Background: an optimization exercise with open tools, aiming at small area. Do not read the settings as production practice. In this exercise RTL edits were held to simulation tests only and were not proved equivalent to the original. Power figures rest on the tool's default switching activity, not on a simulated workload. The flow treats the clock pin as an ideal source, which a real chip does not have.

==> inputs of build 5 <==
==> flow/design.v <==
module debounce (
  clk,
  reset_n,
  data_in,
  data_out
);
  parameter WIDTH = 32;            
  parameter POLARITY = "HIGH";     
  parameter TIMEOUT = 50000;       
  parameter TIMEOUT_WIDTH = 16;    
  input wire clk;
  input wire reset_n;
  input wire [WIDTH-1:0] data_in;
  output wire [WIDTH-1:0] data_out;
  localparam [15:0] S0  = 16'h0fe0;    
  localparam [15:0] POL = 16'h5555;    
  localparam FB_S0 = 1'b1;           
  reg run;
  always @ (posedge clk or negedge reset_n)
  begin
    if (reset_n == 0)
      run <= 1'b0;
    else
      run <= 1'b1;
  end
  wire rst_flag = ~run;
  genvar i;
  generate for (i = 0; i < WIDTH; i = i+1)
  begin:  debounce_counter_loop
    reg  [15:0] q;
    wire [15:0] t = q ^ POL;            
    wire active = (POLARITY == "HIGH") ? data_in[i] : ~data_in[i];
    wire merge = t[1] & t[2] & t[4] & t[5] & t[6] & t[7] & t[9] & t[10] & t[11] & t[12] & t[13] & t[14];
    wire fb = ~(t[2] ^ t[15]) | merge;
    wire [15:0] t_cur = rst_flag ? S0 : t;
    wire fb_cur = rst_flag ? FB_S0 : fb;
    wire [15:0] t_next = active ? {t_cur[14:0], fb_cur} : S0;
    always @ (posedge clk)
      q <= t_next ^ POL;
    wire sat = merge & t[3] & t[8] & t[15] & ~rst_flag;
    assign data_out[i] = (POLARITY == "HIGH") ? sat : ~sat;
  end
  endgenerate
endmodule
==> flow/flow/run.sh <==
#!/bin/bash
# Own layout flow.
#  1. the standard synthesis, unchanged (bash standard.sh synth).
#  2. flow/handmap.py replaces the combinational logic of that netlist with a
#     hand-mapped gate netlist of the same functions (checked exhaustively
#     against the RTL equations); every register is kept as the standard
#     synthesis made it (name, cell type, nets).
#  3. the rest of the standard flow (bash standard.sh finish), with
#     - port buffers of the smallest buffer cell (buf_1) instead of the
#       default pick (clkdlybuf4s50_1),
#     - clock tree synthesis without dummy loads, with sink clusters of up to
#       35 flip-flops (one clkbuf_16 each) and clkbuf_4 root and tree buffers.
# Logs: synth.log, handmap.log, standard.log here; each tool's own log in orfs/logs/.
set -euo pipefail
R=orfs/results/${FLOW_PLATFORM:-sky130hd}/debounce/base
export BUFFER_PORTS_ARGS="-buffer_cell sky130_fd_sc_hd__buf_1"
CTS_CLUSTER=${CTS_CLUSTER:-35}
CTS_DIAM=${CTS_DIAM:-120}
CTS_BUFS=${CTS_BUFS:-sky130_fd_sc_hd__clkbuf_16}
CTS_EXTRA=${CTS_EXTRA:--root_buf sky130_fd_sc_hd__clkbuf_4 -tree_buf sky130_fd_sc_hd__clkbuf_4}
export CTS_ARGS="-sink_clustering_enable -repair_clock_nets -dont_use_dummy_load -sink_clustering_size $CTS_CLUSTER -sink_clustering_max_diameter $CTS_DIAM -buf_list {$CTS_BUFS} $CTS_EXTRA"

bash standard.sh synth > synth.log 2>&1
cp $R/1_2_yosys.v standard_1_2_yosys.v
python3 flow/handmap.py standard_1_2_yosys.v design.v $R/1_2_yosys.v > handmap.log 2>&1
rm -f $R/1_synth.odb $R/1_synth.sdc
bash standard.sh finish > standard.log 2>&1
==> flow/flow/handmap.py <==
#!/usr/bin/env python3
"""Rewrite the standard synthesis netlist with hand-mapped combinational logic.

usage: handmap.py STANDARD_NETLIST DESIGN_V OUT_NETLIST

Keeps every register of the standard synthesis exactly as it is (instance
name, cell type, clock, set and Q nets) and replaces all combinational
logic with a per-channel gate netlist that computes the same next-state
and output functions as rtl/debounce.v.  The design parameters (S0, POL,
taps, merge mask, output literals) are read from DESIGN_V's localparams and
comments, and each channel's gate functions are checked against the RTL equations
by exhaustive evaluation (all states, inputs and flag values) before the
netlist is written.
"""
import re
import sys
from itertools import product

std_path, design_path, out_path = sys.argv[1:4]
std = open(std_path).read()
design = open(design_path).read()

# ---- design parameters, from the RTL ---------------------------------
S0 = int(re.search(r"localparam \[15:0\] S0\s*=\s*16'h([0-9a-fA-F]+)", design).group(1), 16)
POL = int(re.search(r"localparam \[15:0\] POL\s*=\s*16'h([0-9a-fA-F]+)", design).group(1), 16)
FB_S0 = int(re.search(r"localparam FB_S0\s*=\s*1'b([01])", design).group(1))
m = re.search(r"wire fb = ~\(t\[(\d+)\] \^ t\[(\d+)\]\) \| merge;", design)
TI, TJ = int(m.group(1)), int(m.group(2))
mline = re.search(r"wire merge = ([^;]+);", design).group(1)
KBITS = sorted(int(b) for b in re.findall(r"(?<!~)t\[(\d+)\]", mline))
N15 = "~t[15]" in mline
sline = re.search(r"wire sat = merge((?: & t\[\d+\])*) & ~rst_flag;", design).group(1)
EBITS = [int(b) for b in re.findall(r"t\[(\d+)\]", sline)]
assert not N15
assert "wire rst_flag = ~run;" in design and "run <= 1'b0;" in design and "run <= 1'b1;" in design
bit = lambda v, k: (v >> k) & 1

def step(t):
    """True-state step function of the RTL (no reset, input active)."""
    fb = 1 - (bit(t, TI) ^ bit(t, TJ))
    if all(bit(t, k) for k in KBITS) and (not N15 or not bit(t, 15)):
        fb = 1
    return ((t << 1) & 0xFFFF) | fb

assert FB_S0 == step(S0) & 1
KMASK = sum(1 << k for k in KBITS)
assert not set(EBITS) & set(KBITS)

# ---- registers of the standard synthesis --------------------------------
inst_re = re.compile(r"(sky130_fd_sc_hd__df\w+)\s+(\\\S+\s|\S+)\s*\((.*?)\);", re.S)
pin_re = re.compile(r"\.(\w+)\(([^()]*?)\)\s*(?:,|$)", re.S)
flops = []
qnet = {}
flag = None
for cell, name, body in inst_re.findall(std):
    pins = {p: v.strip() for p, v in pin_re.findall(body.strip())}
    q = pins["Q"]
    mq = re.fullmatch(r"\\debounce_counter_loop\[(\d+)\]\.q\[(\d+)\]", q)
    if mq:
        assert cell == "sky130_fd_sc_hd__dfxtp_1", cell
        qnet[(int(mq.group(1)), int(mq.group(2)))] = q + " "
        flops.append((cell, name, pins, (int(mq.group(1)), int(mq.group(2)))))
    else:
        assert q == "run" and flag is None, q
        flag = (cell, name, pins)
        flops.append((cell, name, pins, None))
W = 32
assert len(qnet) == 16 * W and flag is not None

# ---- gate library (function, pin order) ---------------------------------
LIB = {
    "inv_1": (["A"], "Y", lambda a: 1 - a),
    "nand2_1": (["A", "B"], "Y", lambda a, b: 1 - (a & b)),
    "nor2_1": (["A", "B"], "Y", lambda a, b: 1 - (a | b)),
    "nand3_1": (["A", "B", "C"], "Y", lambda a, b, c: 1 - (a & b & c)),
    "nor3_1": (["A", "B", "C"], "Y", lambda a, b, c: 1 - (a | b | c)),
    "nand4_1": (["A", "B", "C", "D"], "Y", lambda a, b, c, d: 1 - (a & b & c & d)),
    "nor4_1": (["A", "B", "C", "D"], "Y", lambda a, b, c, d: 1 - (a | b | c | d)),
    "xor2_1": (["A", "B"], "X", lambda a, b: a ^ b),
    "xnor2_1": (["A", "B"], "Y", lambda a, b: 1 - (a ^ b)),
    "o21ai_0": (["A1", "A2", "B1"], "Y", lambda a1, a2, b1: 1 - ((a1 | a2) & b1)),
    "o31ai_1": (["A1", "A2", "A3", "B1"], "Y", lambda a1, a2, a3, b1: 1 - ((a1 | a2 | a3) & b1)),
    "a21boi_0": (["A1", "A2", "B1_N"], "Y", lambda a1, a2, b1n: 1 - ((a1 & a2) | (1 - b1n))),
    "nor4bb_1": (["A", "B", "C_N", "D_N"], "Y", lambda a, b, cn, dn: (1 - a) & (1 - b) & cn & dn),
    "nor4b_1": (["A", "B", "C", "D_N"], "Y", lambda a, b, c, dn: (1 - a) & (1 - b) & (1 - c) & dn),
    "nor3b_1": (["A", "B", "C_N"], "Y", lambda a, b, cn: (1 - a) & (1 - b) & cn),
    "and4b_1": (["A_N", "B", "C", "D"], "X", lambda an, b, c, d: (1 - an) & b & c & d),
    "and4_1": (["A", "B", "C", "D"], "X", lambda a, b, c, d: a & b & c & d),
    "and3_1": (["A", "B", "C"], "X", lambda a, b, c: a & b & c),
    "and2_1": (["A", "B"], "X", lambda a, b: a & b),
    "conb_1": ([], "HI", None),
}

# ---- symbolic evaluation, to check each gate against the RTL -------------
# A signal is a python function of an environment dict.
gates = []   # (cell, inst, {pin: net})
sig = {}     # net -> function(env)

def gate(cell, inst, out, *ins):
    pins, opin, fn = LIB[cell]
    assert len(pins) == len(ins)
    conn = dict(zip(pins, ins))
    conn[opin] = out
    gates.append((cell, inst, conn))
    fs = [sig[i] for i in ins]
    sig[out] = lambda env, fs=fs, fn=fn: fn(*(f(env) for f in fs))
    return out

# run = ~rst_flag is the flag register's output; hm_flag = rst_flag
sig["run"] = lambda env: 1 - env["F"]
gate("inv_1", "hm_flag_inv", "hm_flag", "run")

def chunks(lst, n):
    return [lst[i:i + n] for i in range(0, len(lst), n)]

for ch in range(W):
    A = f"data_in[{ch}]"
    sig[A] = lambda env: env["A"]
    q = [qnet[(ch, k)] for k in range(16)]
    for k in range(16):
        sig[q[k]] = lambda env, k=k: env["q"][k]
    p = lambda k: bit(POL, k)
    n = lambda s: f"hm_c{ch}_{s}"
    gb = gate("nand2_1", n("gb_g"), n("gb"), A, "run")
    go = gate("inv_1", n("go_g"), n("go"), gb)
    d = {}
    for k in range(1, 16):
        assert p(k) != p(k - 1)
        a, b = bit(S0, k - 1), bit(S0, k)
        if a == b:
            if b ^ p(k) == 0:
                d[k] = gate("nor2_1", n(f"d{k}_g"), n(f"d{k}"), gb, q[k - 1])
            else:
                d[k] = gate("nand2_1", n(f"d{k}_g"), n(f"d{k}"), go, q[k - 1])
        elif b ^ p(k) == 1:
            d[k] = gate("o21ai_0", n(f"d{k}_g"), n(f"d{k}"), "hm_flag", q[k - 1], A)
        else:
            d[k] = gate("a21boi_0", n(f"d{k}_g"), n(f"d{k}"), "run", q[k - 1], A)
    # feedback literal x = xnor(t_i, t_j) in stored bits
    if p(TI) ^ p(TJ):
        x = gate("xor2_1", n("x_g"), n("x"), q[TI], q[TJ])
    else:
        x = gate("xnor2_1", n("x_g"), n("x"), q[TI], q[TJ])
    # merge term with run (= ~rst_flag) folded in: zero literals and one literals
    zeros = [q[k] for k in KBITS if p(k) == 1]
    ones = [q[k] for k in KBITS if p(k) == 0] + ["run"]
    if N15:
        (zeros if p(15) == 0 else ones).append(q[15])
    zg = []
    for i, c in enumerate(chunks(zeros, 4) if len(zeros) != 5 else [zeros[:3], zeros[3:]]):
        cell = {1: None, 2: "nor2_1", 3: "nor3_1", 4: "nor4_1"}[len(c)]
        zg.append(gate(cell, n(f"z{i}_g"), n(f"z{i}"), *c) if cell else None)
    og = []
    for i, c in enumerate(chunks(ones, 4) if len(ones) != 5 else [ones[:3], ones[3:]]):
        cell = {2: "nand2_1", 3: "nand3_1", 4: "nand4_1"}[len(c)]
        og.append(gate(cell, n(f"o{i}_g"), n(f"o{i}"), *c))
    assert len(zg) == 2 and len(og) == 2 and None not in zg, (len(zg), len(og))
    mm = gate("nor4bb_1", n("m_g"), n("m"), og[0], og[1], zg[0], zg[1])
    # bit 0: t0' = A & (F | x | merge), stored inverted
    assert FB_S0 == 1 and bit(S0, 0) == 0 and p(0) == 1
    d[0] = gate("o31ai_1", n("d0_g"), n("d0"), "hm_flag", x, mm, A)
    # output: merge & extra literals (run already in merge)
    ez = [q[k] for k in EBITS if p(k) == 1]
    eo = [q[k] for k in EBITS if p(k) == 0]
    out = f"data_out[{ch}]"
    if len(ez) == 1 and len(eo) == 2:
        gate("and4b_1", n("sat_g"), out, ez[0], eo[0], eo[1], mm)
    elif len(ez) == 0 and len(eo) == 3:
        gate("and4_1", n("sat_g"), out, eo[0], eo[1], eo[2], mm)
    else:
        raise SystemExit(f"no output mapping for extra literals {EBITS}")
    for k in range(16):
        qnet_d = d[k]
        d[k] = qnet_d
    # record D nets
    for k in range(16):
        sig.setdefault(("D", ch, k), sig[d[k]])
    flops_d = d
    globals().setdefault("DNETS", {})[ch] = flops_d

# ---- exhaustive check of each channel's functions against the RTL -------
def rtl_next_q(qv, A, F):
    tv = qv ^ POL
    if not A:
        tn = S0
    else:
        tn = step(S0 if F else tv)
    return tn ^ POL

def rtl_sat(qv, F):
    tv = qv ^ POL
    return int(all(bit(tv, k) for k in KBITS + EBITS) and not F)

ch = 0
qn = [qnet[(ch, k)] for k in range(16)]
for qv in range(1 << 16):
    for A, F in product((0, 1), (0, 1)):
        env = {"A": A, "F": F, "q": [bit(qv, k) for k in range(16)]}
        nxt = sum(sig[DNETS[ch][k]](env) << k for k in range(16))
        assert nxt == rtl_next_q(qv, A, F), (hex(qv), A, F)
        assert sig["data_out[0]"](env) == rtl_sat(qv, F), (hex(qv), A, F)

# ---- write the netlist ----------------------------------------------------
def esc(net):
    return net if net.startswith("\\") else (net if re.fullmatch(r"[A-Za-z_][\w\[\]]*", net) else "\\" + net + " ")

wires = set()
for cell, inst, conn in gates:
    for pin, net in conn.items():
        if net.startswith("hm_"):
            wires.add(net)
lines = ["module debounce(clk, reset_n, data_in, data_out);",
         "  input clk;", "  input reset_n;", "  input [31:0] data_in;", "  output [31:0] data_out;",
         "  wire run;", "  wire hm_tie_hi;"]
for qn_ in sorted(qnet.values()):
    lines.append(f"  wire {qn_};")
for w in sorted(wires):
    lines.append(f"  wire {w};")
lines.append("  sky130_fd_sc_hd__conb_1 hm_tie (.HI(hm_tie_hi));")
def pin(net):
    return net.rstrip() + " " if net.startswith("\\") else net

for cell, inst, conn in gates:
    pins = ", ".join(f".{pn}({pin(net)})" for pn, net in conn.items())
    lines.append(f"  sky130_fd_sc_hd__{cell} {inst} ({pins});")
for cell, name, pins, key in flops:
    if key is None:
        conn = dict(pins)
        conn["D"] = "hm_tie_hi"
    else:
        conn = dict(pins)
        conn["D"] = DNETS[key[0]][key[1]]
    pins_s = ", ".join(f".{pn}({pin(net)})" for pn, net in conn.items())
    lines.append(f"  {cell} {name.strip()} ({pins_s});")
lines.append("endmodule")
open(out_path, "w").write("\n".join(lines) + "\n")
print(f"handmap: {len(gates)} gates, {len(flops)} registers; S0={S0:04x} POL={POL:04x} taps={TI},{TJ} "
      f"K={KMASK:04x} extra={EBITS}")
==> flow/standard.sh <==
#!/bin/bash
# synth_recipe.tcl (not shown) runs the flow's synth.tcl, then flattens the netlist and writes it again
# the make line also repeats each setting of config.mk as NAME=value (left out here)
make -C /OpenROAD-flow-scripts/flow DESIGN_CONFIG=/design/flow/config.mk WORK_HOME=/design/flow/orfs CLKGATE_MAP_FILE= SYNTH_SCRIPT=/design/flow/synth_recipe.tcl "${@:-finish}"
==> flow/config.mk <==
export PLATFORM = sky130hd
export DESIGN_NAME = debounce
export DESIGN_NICKNAME = debounce
export VERILOG_FILES = /design/flow/design.v
export SDC_FILE = /design/flow/constraint.sdc
export NUM_CORES = 4
export LEC_CHECK = 0
export CAP_MARGIN = 20
export CORE_MARGIN = 2
export CORE_UTILIZATION = 50
export SLEW_MARGIN = 20
==> flow/constraint.sdc <==
create_clock -name core_clock -period 5.0 [get_ports {clk}]
set_input_delay 1.0000 -clock core_clock [delete_from_list [all_inputs] [get_ports {clk}]]
set_output_delay 1.0000 -clock core_clock [all_outputs]
set_load 0.01 [all_outputs]
==> trial 14 (differences from build 5) <==
--- a/flow/design.v
+++ b/flow/design.v
@@ -16,13 +16,12 @@
   localparam [15:0] POL = 16'h5555;    
   localparam FB_S0 = 1'b1;           
-  reg run;
+  reg rst_flag;
   always @ (posedge clk or negedge reset_n)
   begin
     if (reset_n == 0)
-      run <= 1'b0;
+      rst_flag <= 1'b1;
     else
-      run <= 1'b1;
+      rst_flag <= 1'b0;
   end
-  wire rst_flag = ~run;
   genvar i;
   generate for (i = 0; i < WIDTH; i = i+1)
--- a/flow/flow/handmap.py
+++ b/flow/flow/handmap.py
@@ -33,5 +33,4 @@
 EBITS = [int(b) for b in re.findall(r"t\[(\d+)\]", sline)]
 assert not N15
-assert "wire rst_flag = ~run;" in design and "run <= 1'b0;" in design and "run <= 1'b1;" in design
 bit = lambda v, k: (v >> k) & 1
 
@@ -62,5 +61,5 @@
         flops.append((cell, name, pins, (int(mq.group(1)), int(mq.group(2)))))
     else:
-        assert q == "run" and flag is None, q
+        assert q == "rst_flag" and flag is None, q
         flag = (cell, name, pins)
         flops.append((cell, name, pins, None))
@@ -89,5 +88,5 @@
     "and3_1": (["A", "B", "C"], "X", lambda a, b, c: a & b & c),
     "and2_1": (["A", "B"], "X", lambda a, b: a & b),
-    "conb_1": ([], "HI", None),
+    "conb_1": ([], "LO", None),
 }
 
@@ -107,7 +106,6 @@
     return out
 
-# run = ~rst_flag is the flag register's output; hm_flag = rst_flag
-sig["run"] = lambda env: 1 - env["F"]
-gate("inv_1", "hm_flag_inv", "hm_flag", "run")
+sig["rst_flag"] = lambda env: env["F"]
+gate("inv_1", "hm_flag_inv", "hm_flag_n", "rst_flag")
 
 def chunks(lst, n):
@@ -122,5 +120,5 @@
     p = lambda k: bit(POL, k)
     n = lambda s: f"hm_c{ch}_{s}"
-    gb = gate("nand2_1", n("gb_g"), n("gb"), A, "run")
+    gb = gate("nand2_1", n("gb_g"), n("gb"), A, "hm_flag_n")
     go = gate("inv_1", n("go_g"), n("go"), gb)
     d = {}
@@ -134,7 +132,7 @@
                 d[k] = gate("nand2_1", n(f"d{k}_g"), n(f"d{k}"), go, q[k - 1])
         elif b ^ p(k) == 1:
-            d[k] = gate("o21ai_0", n(f"d{k}_g"), n(f"d{k}"), "hm_flag", q[k - 1], A)
+            d[k] = gate("o21ai_0", n(f"d{k}_g"), n(f"d{k}"), "rst_flag", q[k - 1], A)
         else:
-            d[k] = gate("a21boi_0", n(f"d{k}_g"), n(f"d{k}"), "run", q[k - 1], A)
+            d[k] = gate("a21boi_0", n(f"d{k}_g"), n(f"d{k}"), "hm_flag_n", q[k - 1], A)
     # feedback literal x = xnor(t_i, t_j) in stored bits
     if p(TI) ^ p(TJ):
@@ -142,7 +140,7 @@
     else:
         x = gate("xnor2_1", n("x_g"), n("x"), q[TI], q[TJ])
-    # merge term with run (= ~rst_flag) folded in: zero literals and one literals
-    zeros = [q[k] for k in KBITS if p(k) == 1]
-    ones = [q[k] for k in KBITS if p(k) == 0] + ["run"]
+    # merge term with ~rst_flag folded in: zero literals and one literals
+    zeros = [q[k] for k in KBITS if p(k) == 1] + ["rst_flag"]
+    ones = [q[k] for k in KBITS if p(k) == 0]
     if N15:
         (zeros if p(15) == 0 else ones).append(q[15])
@@ -159,6 +157,6 @@
     # bit 0: t0' = A & (F | x | merge), stored inverted
     assert FB_S0 == 1 and bit(S0, 0) == 0 and p(0) == 1
-    d[0] = gate("o31ai_1", n("d0_g"), n("d0"), "hm_flag", x, mm, A)
-    # output: merge & extra literals (run already in merge)
+    d[0] = gate("o31ai_1", n("d0_g"), n("d0"), "rst_flag", x, mm, A)
+    # output: merge & extra literals (rst_flag already in merge)
     ez = [q[k] for k in EBITS if p(k) == 1]
     eo = [q[k] for k in EBITS if p(k) == 0]
@@ -212,10 +210,10 @@
 lines = ["module debounce(clk, reset_n, data_in, data_out);",
          "  input clk;", "  input reset_n;", "  input [31:0] data_in;", "  output [31:0] data_out;",
-         "  wire run;", "  wire hm_tie_hi;"]
+         "  wire rst_flag;", "  wire hm_tie_lo;"]
 for qn_ in sorted(qnet.values()):
     lines.append(f"  wire {qn_};")
 for w in sorted(wires):
     lines.append(f"  wire {w};")
-lines.append("  sky130_fd_sc_hd__conb_1 hm_tie (.HI(hm_tie_hi));")
+lines.append("  sky130_fd_sc_hd__conb_1 hm_tie (.LO(hm_tie_lo));")
 def pin(net):
     return net.rstrip() + " " if net.startswith("\\") else net
@@ -227,5 +225,5 @@
     if key is None:
         conn = dict(pins)
-        conn["D"] = "hm_tie_hi"
+        conn["D"] = "hm_tie_lo"
     else:
         conn = dict(pins)
==> trial 72 (differences from build 5) <==
--- a/flow/design.v
+++ b/flow/design.v
@@ -16,13 +16,12 @@
   localparam [15:0] POL = 16'h5555;    
   localparam FB_S0 = 1'b1;           
-  reg run;
+  reg rst_flag;
   always @ (posedge clk or negedge reset_n)
   begin
     if (reset_n == 0)
-      run <= 1'b0;
+      rst_flag <= 1'b1;
     else
-      run <= 1'b1;
+      rst_flag <= 1'b0;
   end
-  wire rst_flag = ~run;
   genvar i;
   generate for (i = 0; i < WIDTH; i = i+1)
--- a/flow/flow/run.sh
+++ b/flow/flow/run.sh
@@ -10,10 +10,10 @@
 #       default pick (clkdlybuf4s50_1),
 #     - clock tree synthesis without dummy loads, with sink clusters of up to
-#       35 flip-flops (one clkbuf_16 each) and clkbuf_4 root and tree buffers.
+#       34 flip-flops (one clkbuf_16 each) and clkbuf_4 root and tree buffers.
 # Logs: synth.log, handmap.log, standard.log here; each tool's own log in orfs/logs/.
 set -euo pipefail
 R=orfs/results/${FLOW_PLATFORM:-sky130hd}/debounce/base
 export BUFFER_PORTS_ARGS="-buffer_cell sky130_fd_sc_hd__buf_1"
-CTS_CLUSTER=${CTS_CLUSTER:-35}
+CTS_CLUSTER=${CTS_CLUSTER:-34}
 CTS_DIAM=${CTS_DIAM:-120}
 CTS_BUFS=${CTS_BUFS:-sky130_fd_sc_hd__clkbuf_16}
--- a/flow/flow/handmap.py
+++ b/flow/flow/handmap.py
@@ -33,5 +33,4 @@
 EBITS = [int(b) for b in re.findall(r"t\[(\d+)\]", sline)]
 assert not N15
-assert "wire rst_flag = ~run;" in design and "run <= 1'b0;" in design and "run <= 1'b1;" in design
 bit = lambda v, k: (v >> k) & 1
 
@@ -62,5 +61,5 @@
         flops.append((cell, name, pins, (int(mq.group(1)), int(mq.group(2)))))
     else:
-        assert q == "run" and flag is None, q
+        assert q == "rst_flag" and flag is None, q
         flag = (cell, name, pins)
         flops.append((cell, name, pins, None))
@@ -89,5 +88,5 @@
     "and3_1": (["A", "B", "C"], "X", lambda a, b, c: a & b & c),
     "and2_1": (["A", "B"], "X", lambda a, b: a & b),
-    "conb_1": ([], "HI", None),
+    "conb_1": ([], "LO", None),
 }
 
@@ -107,7 +106,6 @@
     return out
 
-# run = ~rst_flag is the flag register's output; hm_flag = rst_flag
-sig["run"] = lambda env: 1 - env["F"]
-gate("inv_1", "hm_flag_inv", "hm_flag", "run")
+sig["rst_flag"] = lambda env: env["F"]
+gate("inv_1", "hm_flag_inv", "hm_flag_n", "rst_flag")
 
 def chunks(lst, n):
@@ -122,5 +120,5 @@
     p = lambda k: bit(POL, k)
     n = lambda s: f"hm_c{ch}_{s}"
-    gb = gate("nand2_1", n("gb_g"), n("gb"), A, "run")
+    gb = gate("nand2_1", n("gb_g"), n("gb"), A, "hm_flag_n")
     go = gate("inv_1", n("go_g"), n("go"), gb)
     d = {}
@@ -134,7 +132,7 @@
                 d[k] = gate("nand2_1", n(f"d{k}_g"), n(f"d{k}"), go, q[k - 1])
         elif b ^ p(k) == 1:
-            d[k] = gate("o21ai_0", n(f"d{k}_g"), n(f"d{k}"), "hm_flag", q[k - 1], A)
+            d[k] = gate("o21ai_0", n(f"d{k}_g"), n(f"d{k}"), "rst_flag", q[k - 1], A)
         else:
-            d[k] = gate("a21boi_0", n(f"d{k}_g"), n(f"d{k}"), "run", q[k - 1], A)
+            d[k] = gate("a21boi_0", n(f"d{k}_g"), n(f"d{k}"), "hm_flag_n", q[k - 1], A)
     # feedback literal x = xnor(t_i, t_j) in stored bits
     if p(TI) ^ p(TJ):
@@ -142,7 +140,7 @@
     else:
         x = gate("xnor2_1", n("x_g"), n("x"), q[TI], q[TJ])
-    # merge term with run (= ~rst_flag) folded in: zero literals and one literals
-    zeros = [q[k] for k in KBITS if p(k) == 1]
-    ones = [q[k] for k in KBITS if p(k) == 0] + ["run"]
+    # merge term with ~rst_flag folded in: zero literals and one literals
+    zeros = [q[k] for k in KBITS if p(k) == 1] + ["rst_flag"]
+    ones = [q[k] for k in KBITS if p(k) == 0]
     if N15:
         (zeros if p(15) == 0 else ones).append(q[15])
@@ -159,6 +157,6 @@
     # bit 0: t0' = A & (F | x | merge), stored inverted
     assert FB_S0 == 1 and bit(S0, 0) == 0 and p(0) == 1
-    d[0] = gate("o31ai_1", n("d0_g"), n("d0"), "hm_flag", x, mm, A)
-    # output: merge & extra literals (run already in merge)
+    d[0] = gate("o31ai_1", n("d0_g"), n("d0"), "rst_flag", x, mm, A)
+    # output: merge & extra literals (rst_flag already in merge)
     ez = [q[k] for k in EBITS if p(k) == 1]
     eo = [q[k] for k in EBITS if p(k) == 0]
@@ -212,10 +210,10 @@
 lines = ["module debounce(clk, reset_n, data_in, data_out);",
          "  input clk;", "  input reset_n;", "  input [31:0] data_in;", "  output [31:0] data_out;",
-         "  wire run;", "  wire hm_tie_hi;"]
+         "  wire rst_flag;", "  wire hm_tie_lo;"]
 for qn_ in sorted(qnet.values()):
     lines.append(f"  wire {qn_};")
 for w in sorted(wires):
     lines.append(f"  wire {w};")
-lines.append("  sky130_fd_sc_hd__conb_1 hm_tie (.HI(hm_tie_hi));")
+lines.append("  sky130_fd_sc_hd__conb_1 hm_tie (.LO(hm_tie_lo));")
 def pin(net):
     return net.rstrip() + " " if net.startswith("\\") else net
@@ -227,5 +225,5 @@
     if key is None:
         conn = dict(pins)
-        conn["D"] = "hm_tie_hi"
+        conn["D"] = "hm_tie_lo"
     else:
         conn = dict(pins)
==> run notes <==
In clock power, trial 72 and trial 14 hardly differ. Wire length, highest first: build 5, trial 14, trial 72. Against build 5, the critical path depth of trial 14 is higher by 1. The highest clock skew belongs to trial 72, the lowest to trial 14.

## afterwards: timing with drivers on the ports
In the flow no input, the clock included, has a driving cell. The finished layouts below were timed again as built, in two steps.
Step 1 sets driving cells, clkbuf_16 on the clock port and buf_2 on the other inputs (assumed; they add their load-dependent delay and slew).
Step 2 times the ports against the registers' clock, not the clock port: input delays grow and output delays shrink by t, the midpoint of the rising clock arrivals with the driver on.
a / b / c = ideal ports / drivers / drivers and shift; a / b = the first two.
| run | shift t [ns] | slack for setup (ns) | worst slew at a driven data input, ns |
|---|---|---|---|
| build 5 | 0.748 | 1.179 / 1.138 / 1.887 | 0.08 |
| trial 14 | 0.760 | 1.304 / 1.265 / 2.026 | 0.07 |
| trial 72 | 0.737 | 1.275 / 1.236 / 1.973 | 0.07 |
After both steps every run listed still meets setup and hold.
